This is an optimization exercise on Yosys and OpenROAD, whose aim is small area, a short achievable clock period and few clock cycles per item, not a production implementation.
In this exercise RTL edits were held to simulation tests only and were not proved equivalent to the original.
Power is estimated from default activity; no workload was simulated.

`design/flow/config.mk`:
```
export PLATFORM = sky130hd
export DESIGN_NAME = M_accelerator_wrapper
export DESIGN_NICKNAME = M_accelerator_wrapper
export VERILOG_FILES = /design/flow/design.v
export SDC_FILE = /design/flow/constraint.sdc
export NUM_CORES = 4
export LEC_CHECK = 0
export CAP_MARGIN = 20
export CORE_MARGIN = 2
export CORE_UTILIZATION = 55
export SETUP_SLACK_MARGIN = 5
export SLEW_MARGIN = 20
```
`design/flow/constraint.sdc`:
```
create_clock -name core_clock -period 10.0 [get_ports {clk_i}]
set_input_delay 2.0000 -clock core_clock [delete_from_list [all_inputs] [get_ports {clk_i}]]
set_output_delay 2.0000 -clock core_clock [all_outputs]
set_load 0.01 [all_outputs]
```
`design/flow/design.v`:
```
module M_accelerator_wrapper (
    input  wire        clk_i,
    input  wire        rst_i,
    input  wire [6:0]  opcode_i,
    input  wire [2:0]  funct3_i,
    input  wire [6:0]  funct7_i,
    input  wire [31:0] op_A_i,
    input  wire [31:0] op_B_i,
    output wire [31:0] result_o,
    output wire        stall_o,
    output wire        division_by_zero_o
);
    localparam ST_MUL  = 2'd0;
    localparam ST_PREP = 2'd1;
    localparam ST_STEP = 2'd2;
    localparam ST_FIX  = 2'd3;
    localparam OS_LO = 2'd0;
    localparam OS_HI = 2'd1;
    localparam OS_R  = 2'd2;
    function [5:0] bitlen;
        input [31:0] x;
        integer i;
        begin
            bitlen = 6'd0;
            for (i = 0; i < 32; i = i + 1)
                if (x[i]) bitlen = i + 1;
        end
    endfunction
    reg        busy_q;
    reg [1:0]  st_q;
    reg [7:0]  oh_q;     
    reg [3:0]  cnt_q;    
    reg [4:0]  dsh_q;    
    reg        first_q;
    reg        msgn_q;
    reg        frem_q;
    reg        fneg_q;
    reg        dbz_q;
    reg [1:0]  osel_q;
    reg [32:0] a_q;      
    reg [33:0] b_q;      
    reg [63:0] p_q;      
    wire       is_m   = (opcode_i == 7'b0110011) && (funct7_i == 7'b0000001);
    wire       is_mul = ~funct3_i[2];
    wire       s_a    = is_mul ? (funct3_i[1:0] != 2'b11) : ~funct3_i[0];
    wire       s_b    = is_mul ? ~funct3_i[1]             : ~funct3_i[0];
    wire       a_neg  = s_a & op_A_i[31];
    wire       b_neg  = s_b & op_B_i[31];
    wire [31:0] va    = op_A_i ^ {32{a_neg}};
    wire [31:0] vb    = op_B_i ^ {32{b_neg}};
    wire [5:0] bl_a   = bitlen(va);
    wire [5:0] bl_b   = bitlen(vb);
    wire       b_zero = (op_B_i == 32'd0);
    wire [5:0] bl_a_m1 = bl_a - 6'd1;
    wire [5:0] bl_b_m1 = bl_b - 6'd1;
    wire [2:0] dig_a  = s_a ? bl_a[4:2] : ((bl_a == 6'd0) ? 3'd0 : bl_a_m1[4:2]);
    wire [2:0] dig_b  = s_b ? bl_b[4:2] : ((bl_b == 6'd0) ? 3'd0 : bl_b_m1[4:2]);
    wire       swap   = dig_b > dig_a;
    wire [2:0] dig_m  = swap ? dig_a : dig_b;
    wire [6:0] ldiff  = {1'b0, bl_a} + {6'd0, a_neg} - {1'b0, bl_b};
    wire       early  = b_zero | ldiff[6];
    wire       fixing = busy_q & (st_q == ST_FIX);
    wire [31:0] neg_src = fixing ? (frem_q ? a_q[31:0] : p_q[31:0]) : op_A_i;
    wire [31:0] neg_val = -neg_src;
    wire [31:0] abs_a   = a_neg ? neg_val : op_A_i;
    wire [31:0] abs_b   = b_neg ? -op_B_i : op_B_i;
    wire [3:0] digit = ({4{oh_q[7]}} & b_q[31:28]) | ({4{oh_q[6]}} & b_q[27:24]) |
                       ({4{oh_q[5]}} & b_q[23:20]) | ({4{oh_q[4]}} & b_q[19:16]) |
                       ({4{oh_q[3]}} & b_q[15:12]) | ({4{oh_q[2]}} & b_q[11:8])  |
                       ({4{oh_q[1]}} & b_q[7:4])   | ({4{oh_q[0]}} & b_q[3:0]);
    wire        nd  = first_q & msgn_q & digit[3];
    wire [31:0] pp0 = {32{digit[0]}} & a_q[31:0];
    wire [31:0] pp1 = {32{digit[1]}} & a_q[31:0];
    wire [31:0] pp2 = {32{digit[2]}} & a_q[31:0];
    wire [31:0] pp3 = ({32{digit[3]}} & a_q[31:0]) ^ {32{nd}};
    wire        sg0 = digit[0] & a_q[32];
    wire        sg1 = digit[1] & a_q[32];
    wire        sg2 = digit[2] & a_q[32];
    wire        sg3 = digit[3] & a_q[32];
    wire [63:0] r0 = {28'hFFFFFFF, 2'b00, ~sg0, sg0, pp0};
    wire [63:0] r1 = {30'd0, ~sg1, pp1, 1'b0};
    wire [63:0] r2 = {29'd0, ~sg2, pp2, 2'b0};
    wire [63:0] r3 = {28'd0, ~sg3 ^ nd, pp3, 3'b0};
    wire [63:0] rp = {p_q[59:0], nd, 3'b0};
    wire [63:0] s1 = r0 ^ r1 ^ r2;
    wire [63:0] c1 = {((r0 & r1) | (r0 & r2) | (r1 & r2)), 1'b0};
    wire [63:0] s2 = s1 ^ c1 ^ r3;
    wire [63:0] c2 = {((s1 & c1) | (s1 & r3) | (c1 & r3)), 1'b0};
    wire [63:0] s3 = s2 ^ c2 ^ rp;
    wire [63:0] c3 = {((s2 & c2) | (s2 & rp) | (c2 & rp)), 1'b0};
    wire [63:0] p_mul = s3 + c3;
    wire [4:0]  dsh1    = dsh_q | 5'd1;
    wire [33:0] b_align = {2'b00, b_q[31:0]} << dsh1;
    wire [34:0] t1 = {3'b000, a_q[31:0]} - {1'b0, b_q};
    wire        q1 = ~t1[34];
    wire [31:0] r1d = q1 ? t1[31:0] : a_q[31:0];
    wire [33:0] t2 = {2'b00, r1d} - {1'b0, b_q[33:1]};
    wire        q2 = ~t2[33];
    wire [31:0] r2d = q2 ? t2[31:0] : r1d;
    always @(posedge clk_i or posedge rst_i) begin
        if (rst_i) begin
            busy_q <= 1'b0;
        end else if (!busy_q) begin
            busy_q <= is_m & (is_mul | ~early);
        end else begin
            case (st_q)
                ST_MUL:  if (oh_q[0]) busy_q <= 1'b0;
                ST_PREP: ;
                ST_STEP: if (cnt_q == 4'd0 && !fneg_q) busy_q <= 1'b0;
                default: busy_q <= 1'b0;
            endcase
        end
    end
    always @(posedge clk_i) begin
        if (!busy_q) begin
            st_q    <= is_mul ? ST_MUL : ST_PREP;
            first_q <= 1'b1;
            frem_q  <= funct3_i[1];
            fneg_q  <= funct3_i[1] ? a_neg : (a_neg ^ b_neg);
            dbz_q   <= ~is_mul & b_zero;
            dsh_q   <= ldiff[4:0] | {5{ldiff[5]}};
            oh_q    <= 8'd1 << dig_m;
            if (is_mul) begin
                osel_q <= (funct3_i[1:0] == 2'b00) ? OS_LO : OS_HI;
                a_q    <= swap ? {s_b & op_B_i[31], op_B_i} : {s_a & op_A_i[31], op_A_i};
                b_q    <= {2'b00, swap ? op_A_i : op_B_i};
                msgn_q <= swap ? s_a : s_b;
                p_q    <= 64'd0;
            end else begin
                osel_q <= funct3_i[1] ? OS_HI : OS_LO;
                a_q    <= {1'b0, abs_a};
                b_q    <= {2'b00, abs_b};
                p_q    <= {op_A_i, {32{b_zero}}};
            end
        end else begin
            case (st_q)
                ST_MUL: begin
                    first_q <= 1'b0;
                    oh_q    <= {1'b0, oh_q[7:1]};
                    p_q     <= p_mul;
                end
                ST_PREP: begin
                    st_q   <= ST_STEP;
                    b_q    <= b_align;
                    cnt_q  <= dsh1[4:1];
                    osel_q <= frem_q ? OS_R : OS_LO;
                end
                ST_STEP: begin
                    a_q       <= {1'b0, r2d};
                    b_q       <= {2'b00, b_q[33:2]};
                    p_q[31:0] <= {p_q[29:0], q1, q2};
                    cnt_q     <= cnt_q - 4'd1;
                    if (cnt_q == 4'd0) st_q <= ST_FIX;
                end
                default: begin
                    if (frem_q) a_q[31:0] <= neg_val;
                    else        p_q[31:0] <= neg_val;
                end
            endcase
        end
    end
    assign stall_o            = busy_q;
    assign division_by_zero_o = dbz_q;
    assign result_o           = (osel_q == OS_LO) ? p_q[31:0] :
                                (osel_q == OS_HI) ? p_q[63:32] : a_q[31:0];
endmodule
```
`design/flow/run.sh`:
```
#!/bin/bash
# synth_recipe.tcl (not shown) runs the flow's synth.tcl, then flattens the netlist and writes it again
# the make line also repeats each setting of config.mk as NAME=value (left out here)
make -C /OpenROAD-flow-scripts/flow DESIGN_CONFIG=/design/flow/config.mk WORK_HOME=/design/flow/orfs CLKGATE_MAP_FILE= SYNTH_SCRIPT=/design/flow/synth_recipe.tcl finish
```
==> qor.csv <==
stage,metric,value,unit
clocking,TritonCTS buffer count,17,
floorplan,row count,77,
route,metal1 wirelength,41.4,mm
final_layout,Storage cell area,4700,µm²
synthesis,register area share after synthesis,0.191,
global_route,initial antenna violation count,3,
worst_hold_path,Worst Min Path Start,first_q,
placed_design,HPWL Detailed,80.0,mm
placed_design,RePlAce Congestion,1.07,
synthesis,mean post-synth cell area,7.86,µm²
worst_setup_path,reg2reg start,b_q[8],
floorplan,die width,216,µm
worst_setup_path,reg2reg end,a_q[2],
synthesis,Post-Syn Nets,3461,
global_route,largest net degree at the start of global routing,65,
final_layout,# nets final,3807,
run,Max-Cap Viols,0,
synthesis,top_reg_cell synth,edfxtp_1,
synthesis,number of flops mapped to enable cells by yosys,155,
clocking,H-tree levels,4,
synthesis,fraction of the mapped netlist area in adder cells,0.157,
global_route,GRT Util Overall,0.510,
timing,post-route minimum period,6.22,ns
final_layout,fill cell count,3096,
timing,Final Slew Violations,0,
worst_setup_path,crit-path max FO,4,
clocking,Longest Clk Path Bufs,2,
worst_setup_path,arrival time of the worst setup path,6.45,ns
floorplan,Die ar.,46400,µm²
worst_hold_path,worst hold path class,register to register,
power,Pwr Density,198,nW/µm²
final_layout,Layout area overhead,35.5,%
power,sw frac,0.488,
power,Int Pwr,3370,µW
global_route,vias in the first global route,27800,
final_layout,post-layout util,0.754,
floorplan,core area,44200,µm²
clocking,root buffer cell,clkbuf_16,
clocking,clock latency on the worst-skew pair,0.48,ns
power,maximum VDD drop,235,µV
synthesis,mux share of post-synthesis cell area,0.0730,
route,met2 WL,51.5,mm
timing,RSZ-0062 raised after global routing,yes,
route,DR WL/cell,30.6,µm
outcome,status,timing/DRC/antenna clean,
route,DRT Pass-1 Iters,14,
route,Top Metal Used,met5,
global_route,grt ovf,0,
timing,crit share post-route,0.622,
floorplan,die height,216,µm
synthesis,Synth Warn #,1,
worst_setup_path,CP Class,register to register,
power,Psw,3210,µW
timing,Slew HR,0.230,
synthesis,ys async rst share,0.00637,
timing,Fin Clk Skew,0.0174,ns
worst_setup_path,Worst EP required,10.22,ns
synthesis,Compound-Gate Fraction of Synth Area,0.253,
clocking,cts hold-fix bufs,0,
route,Via density,7.24,
floorplan,initial core utilization,0.556,
synthesis,XOR/XNOR Fraction of Synth Area,0.0722,
clocking,CTS tree,done,
worst_setup_path,"slowest stage delay, CP",0.52,ns
worst_setup_path,Slowest cell on crit path,edfxtp_1,
synthesis,post-synthesis register bit count,157,
power,Leakage,0.0141,µW
worst_setup_path,Setup crit start kind,register,
route,met3 routed WL,19.6,mm
synthesis,main combinational cell family by area after synthesis,compound AO/OA/AOI/OAI gates,
synthesis,cell area after synthesis,24600,µm²
final_layout,Multi-input gate area,21300,µm²
route,WL final,125,mm
timing,Setup TNS Final,0,ns
worst_setup_path,CP endpoint kind,register,
worst_setup_path,worst-case reg-to-reg path depth,29,
timing,worst slew pin tran,1.15,ns
placed_design,number of port buffers,116,
synthesis,Synth Area in Simple Gates,0.198,
synthesis,Yosys cell types,104,
route,DRC viols,0,
clocking,clk sinks,157,
worst_hold_path,sink of the worst hold path,first_q,
synthesis,Mapped Cells,3130,
timing,final setup violation count,0,
final_layout,share of cells above drive strength 1,0.291,
timing,Fin. Hold Viols,0,
route,Antenna Nets Post-Route,0,
clocking,clock-pin transition on the worst setup and hold timing paths,0.07,ns
worst_hold_path,hold path depth,2,
power,clock power share,0.112,
timing,f_max,161,MHz
power,combinational share of power,0.750,
global_route,first-pass GRT wire length,177,mm
worst_setup_path,reg2reg setup slack,3.78,ns
route,vias post-DR,29600,
route,drt initial violations,5492,
floorplan,Top Ports,117,
power,share of power burned in registers,0.137,
==> final cells by class <==
class | instances | share of cell area
antenna | 7 | 0.000525
sequential | 157 | 0.141
timing repair buffer | 531 | 0.162
tap | 592 | 0.0222
clock buffer | 17 | 0.0128
multi-input combinational | 2625 | 0.639
inverter | 144 | 0.0175
clock inverter | 15 | 0.00555
==> critical path, delay by kind of cell (launching register included) <==
family          cells  cell delay [ns]
flops               1             0.52
mux                 1             0.32
buf+inv             8             1.23
fa+ha+maj           2             0.67
simple gates        5             0.37
compound gates     13             2.83
==> cells by family (layout without fill, tap and decap cells) <==
kind of cell | Yosys count | in the layout
simple gates | 1049 | 1052
xor+xnor | 202 | 202
flops | 157 | 157
fa+ha+maj | 248 | 248
mux | 167 | 167
compound gates | 955 | 956
buf+inv | 352 | 707
other cells | 0 | 7
==> per-layer routing <==
metal | track usage | vias to the layer above
met5 | 0.00729 | -
met4 | 0.372 | 6
met3 | 0.196 | 921
met2 | 0.745 | 2759
met1 | 0.610 | 13800
li1 | - | 12100
==> state kept, by name (all words and copies together), names as in the netlist <==
| name | cells |
|---|---|
| p_q | 64 |
| b_q | 34 |
| a_q | 33 |
| oh_q | 8 |
| cnt_q | 4 |
| dsh_q | 4 |
| osel_q | 2 |
| st_q | 2 |
| busy_q | 1 |
| dbz_q | 1 |
| first_q | 1 |
| fneg_q | 1 |
| frem_q | 1 |
| msgn_q | 1 |
==> metrics by stage <==
| stage | cell area (µm²) | hold WS [ns] | setup WS [ns] | std cells | total power (µW) |
|---|---|---|---|---|---|
| CTS | 31800 | 0.499 | 3.83 | 3994 | 5950 |
| floorplan | 25200 | 0.444 | 4.40 | 3130 | 3330 |
| global route | 33300 | 0.557 | 3.69 | 4082 | 6810 |
| finish | 33300 | 0.502 | 3.78 | 4088 | 6580 |
| detailed placement | 26600 | 0.486 | 1.98 | 3683 | 4250 |
| global placement | 26600 | 0.479 | 2.00 | 3683 | 4210 |
==> how the worst max path moves through the flow <==
stage                         end  slack [ns]  cells past startpoint         from
after floorplan           a_q[26]        4.40                     21  funct3_i[2]
after global placement    a_q[26]        2.00                     22  funct3_i[2]
after detailed placement  a_q[26]        1.98                     22  funct3_i[2]
after CTS                  a_q[2]        3.83                     28       a_q[0]
after global routing      p_q[63]        3.69                     22      oh_q[6]
final                      a_q[2]        3.78                     29       b_q[8]
==> synthesized netlist by cell type (all sizes together) (44+ instances only) <==
cell type  instances  area, µm²
a21o              59        450
a21oi            230       1160
and2             110        688
buf               44        225
clkbuf           164        616
edfxtp           155       4650
fa               101       2020
ha               147       1840
inv              141        529
mux2i            128       1330
nand2            412       1560
nand3             48        240
nor2             261        985
nor3              47        245
o21ai            282       1420
xnor2            106        936
xor2              96        841
==> power groups by stage <==
| stage | clock network [µW] | registers, µW | logic (µW) |
|---|---|---|---|
| after floorplan | 0 | 846 | 2490 |
| after global placement | 0 | 931 | 3270 |
| after detailed placement | 0 | 932 | 3320 |
| after CTS | 714 | 894 | 4340 |
| after global routing | 743 | 901 | 5160 |
| final | 740 | 905 | 4940 |
==> placed cells by master, fill, tap and decap left out, drive strengths merged, types with 28 or more instances in the layout <==
master | netlist | routed
nor3 | 47 | 47
ha | 147 | 147
xor2 | 96 | 96
mux2i | 128 | 128
edfxtp | 155 | 155
inv | 141 | 141
a21oi | 230 | 230
fa | 101 | 101
clkdlybuf4s50 | 0 | 51
a21o | 59 | 59
nor2b | 29 | 29
nand3 | 48 | 48
a31oi | 28 | 28
xnor2 | 106 | 106
nand2b | 29 | 29
a22oi | 32 | 32
mux2 | 37 | 37
o21ai | 282 | 282
o21a | 28 | 28
o211ai | 28 | 28
nand2 | 412 | 414
buf | 44 | 429
and2 | 110 | 110
a211oi | 37 | 37
nor2 | 261 | 262
==> what timing repair did <==
item                                    4_1_cts  5_1_grt
endpoints found under the setup margin      143      142
endpoints found under the hold margin         0        0
setup buffers                               258       87
cloned                                       21        0
resized for setup                           654      240
pin swaps                                   220      133
Testbench counts, summed over its fixed seeds: cycles 14,551, ops 3,200.

[separate check: timing with driven ports]
The flow's constraints put no driver on any port. The routed layout listed below was extracted and timed again, unchanged, in two steps.
Step 1, drivers: a clkbuf_16 drives clk_i and a buf_2 each remaining input, both assumed.
Step 2 also shifts input and output timing later by t, the mid clock arrival at the registers, as if the neighbouring blocks saw the same clock.
Slacks: ideal / step 1 / step 2; pairs: ideal / step 1.
t (ns): 0.532
setup slack, ns: 3.776 / 3.776 / 3.447
worst data-port slew with drivers (ns): 0.07
cell pins on the clock port's net: 1
After both steps setup and hold are still met in this run. For this run, drivers alone change the setup slack by 0.000 ns; drivers and shift together by -0.329 ns.
